Source: an optimization exercise on an open RTL-to-GDS flow (aim: small area). Production flows keep margins and buffers that such runs may drop. RTL that was checked went through simulation tests only; none was proved equivalent to the original. The flow treats the clock pin as an ideal source. Dropping or thinning the clock tree relies on that and would not hold on a real chip. Power is estimated from default activity; no workload was simulated.

## north
==> flow/design.v (excerpt) <==
module top(CLOCK_50, rst, rgb, vsync, hsync, TRIG, ECHO, LED);
Settings: LEC_CHECK=0, CAP_MARGIN=20, CORE_MARGIN=2, CORE_UTILIZATION=70, PLACE_DENSITY=0.85, SLEW_MARGIN=20; clock period 20.0 ns.
standard.sh (not shown) runs the stock make flow with config.mk's settings and CLKGATE_MAP_FILE= SYNTH_SCRIPT=/design/flow/synth_recipe.tcl, a recipe that flattens the netlist after the stock synthesis.
==> flow/flow/run.sh <==
#!/bin/bash
# Layout flow: the standard ORFS flow (standard.sh) with these changes
#  - synthesis maps the logic with an area-oriented ABC script
#    (flow/abc_area.script, used in place of ORFS's abc_speed.script in a
#    copy of ORFS's scripts folder) and without ORFS's half/full-adder
#    extraction; everything else in synthesis is the standard script,
#  - port buffers use the smallest buffer (buf_1) instead of clkdlybuf4s50_1,
#  - the clock tree is one level of four buffers, one per cluster of
#    registers (flow/cts_manual.tcl, in place of TritonCTS's H-tree).
# Each make run writes its whole output to its own log in the work folder.
set -euo pipefail
W=$(pwd)
rm -rf "$W/scripts_area"
cp -r "$FLOW_HOME/scripts" "$W/scripts_area"
cp "$W/flow/abc_area.script" "$W/scripts_area/abc_speed.script"
bash standard.sh "SCRIPTS_DIR=$W/scripts_area" "ADDER_MAP_FILE=" synth > synth_make.log 2>&1
bash standard.sh \
  "BUFFER_PORTS_ARGS=-buffer_cell sky130_fd_sc_hd__buf_1" \
  "PRE_CTS_TCL=$W/flow/cts_manual.tcl" \
  finish > layout_make.log 2>&1
Other scripts of this flow, unchanged in this note and not shown: flow/flow/abc_area.script, flow/flow/cts_manual.tcl
Input changes introduced in south (baseline for comparison: north):
-- flow/config.mk --
<<< north, line 8
export CAP_MARGIN = 20
export CORE_MARGIN = 2
export CORE_UTILIZATION = 70
export PLACE_DENSITY = 0.85
export SLEW_MARGIN = 20
>>> south, line 8
export CAP_MARGIN = 20
export CORE_MARGIN = 2
export CORE_UTILIZATION = 40
export SLEW_MARGIN = 20
### Flow results
Number of tap instances is higher on south
From north to south the numbers moved as follows: summed negative setup slack over all endpoints roughly the same, synthesized cell count has remained practically unchanged, core utilization shrank by 32 points, detailed-route vias per instance saw a decrease, path length in cells of the critical path did not really move.
Summary of south over north: total power draw higher, final area higher, minimum hold slack roughly the same.
Function was not checked in any run of this note: the RTL went through the layout flow alone. No run of this note takes its clock network from TritonCTS; it comes from the design's own scripts or RTL.

## lane 1
Another version of the RTL of top (not shown whole).
Size in the first run: about 400 cells after synthesis, about 93 flip-flops, ~26 I/O pins, about 3500 um^2 of cells after synthesis.
==> flow/config.mk <==
export PLATFORM = sky130hd
export DESIGN_NAME = top
export DESIGN_NICKNAME = top
export VERILOG_FILES = /design/flow/design.v
export SDC_FILE = /design/flow/constraint.sdc
export NUM_CORES = 4
export LEC_CHECK = 0
export CAP_MARGIN = 20
export CORE_MARGIN = 2
export CORE_UTILIZATION = 40
export SLEW_MARGIN = 20
==> flow/constraint.sdc <==
create_clock -name core_clock -period 20.0 [get_ports {CLOCK_50}]
set_input_delay 4.0000 -clock core_clock [delete_from_list [all_inputs] [get_ports {CLOCK_50}]]
set_output_delay 4.0000 -clock core_clock [all_outputs]
set_load 0.01 [all_outputs]
==> flow/flow/run.sh <==
#!/bin/bash
# Layout flow: the standard ORFS flow (standard.sh) with these changes
#  - synthesis maps the logic with an area-oriented ABC script
#    (flow/abc_area.script, used in place of ORFS's abc_speed.script in a
#    copy of ORFS's scripts folder) and without ORFS's half/full-adder
#    extraction; everything else in synthesis is the standard script,
#  - port buffers use the smallest buffer (buf_1) instead of clkdlybuf4s50_1,
#  - the clock tree uses clkbuf_8 with larger sink clusters and no dummy loads.
# Each make run writes its whole output to its own log in the work folder.
set -euo pipefail
W=$(pwd)
rm -rf "$W/scripts_area"
cp -r "$FLOW_HOME/scripts" "$W/scripts_area"
cp "$W/flow/abc_area.script" "$W/scripts_area/abc_speed.script"
bash standard.sh "SCRIPTS_DIR=$W/scripts_area" "ADDER_MAP_FILE=" synth > synth_make.log 2>&1
bash standard.sh \
  "BUFFER_PORTS_ARGS=-buffer_cell sky130_fd_sc_hd__buf_1" \
  "CTS_ARGS=-sink_clustering_enable -repair_clock_nets -buf_list sky130_fd_sc_hd__clkbuf_8 -sink_clustering_size 30 -dont_use_dummy_load" \
  finish > layout_make.log 2>&1
==> flow/flow/abc_area.script <==
&get -n
&st
&deepsyn -T 20
&st
&dch -f
&nf -R 1000 -p -a -F 10 -A 10
&put
topo
stime -c
Lane 1: done, clean on timing, DRC and antenna
Setup changes, lane 1 to lane 2
==> flow/run.sh (new file) <==
#!/bin/bash
# synth_recipe.tcl (not shown) runs the flow's synth.tcl, then flattens the netlist and writes it again
# the make line also repeats each setting of config.mk as NAME=value (left out here)
make -C /OpenROAD-flow-scripts/flow DESIGN_CONFIG=/design/flow/config.mk WORK_HOME=/design/flow/orfs CLKGATE_MAP_FILE= SYNTH_SCRIPT=/design/flow/synth_recipe.tcl finish
removed: flow/flow/run.sh
removed: flow/flow/abc_area.script
removed: flow/standard.sh
==> comparison <==
Core area (lane 2 vs. lane 1) increases by more than 10%
Compared with lane 1, maximum frequency in lane 2 decreased by a little under 10%.
Lane 2 ends up with a fraction of area in registers that is 7.4 points lower than in lane 1.
Lower worst hold slack among lane 1 and lane 2: lane 1
Clock-pin transition on the worst setup and hold timing paths: lane 2 vs lane 1 — no meaningful difference
Summary — power, lane 2 relative to lane 1: higher, by 0.030 mW.
Lane 2 vs lane 1 — power drawn by the combinational cells climbed by more than a quarter
Lane 1 → lane 2: area after synthesis increased about 13%, number of nets with antenna violations after detailed routing essentially unchanged, wire length reported by the detailed router increased about 12%.
Higher weighted congestion reported at the end of routability-driven placement among lane 1 and lane 2: lane 1

[re-timing with driven ports]
The flow's constraints put no driver on any port. The routed layouts listed below were extracted and timed again, unchanged, in two steps.
Step 1 assumes that a clkbuf_16 drives the clock port and a buf_2 every other input.
Step 2, shift: input delay + t, output delay - t, t = (earliest + latest rising clock arrival at the registers) / 2. This alone moves slack from input paths to output paths.
a / b / c = ideal / step 1 / step 2; a / b = the first two.
run	t (ns)	setup slack, ns	clock arrival spread, ns
north	0.203	14.407 / 14.328 / 14.468	0.027 / 0.026
south	0.201	14.343 / 14.264 / 14.464	0.020 / 0.019
lane 1	0.369	14.095 / 14.064 / 14.338	0.026 / 0.025
lane 2	0.395	13.616 / 13.585 / 13.947	0.013 / 0.013
After both steps setup and hold are still met in every run listed.
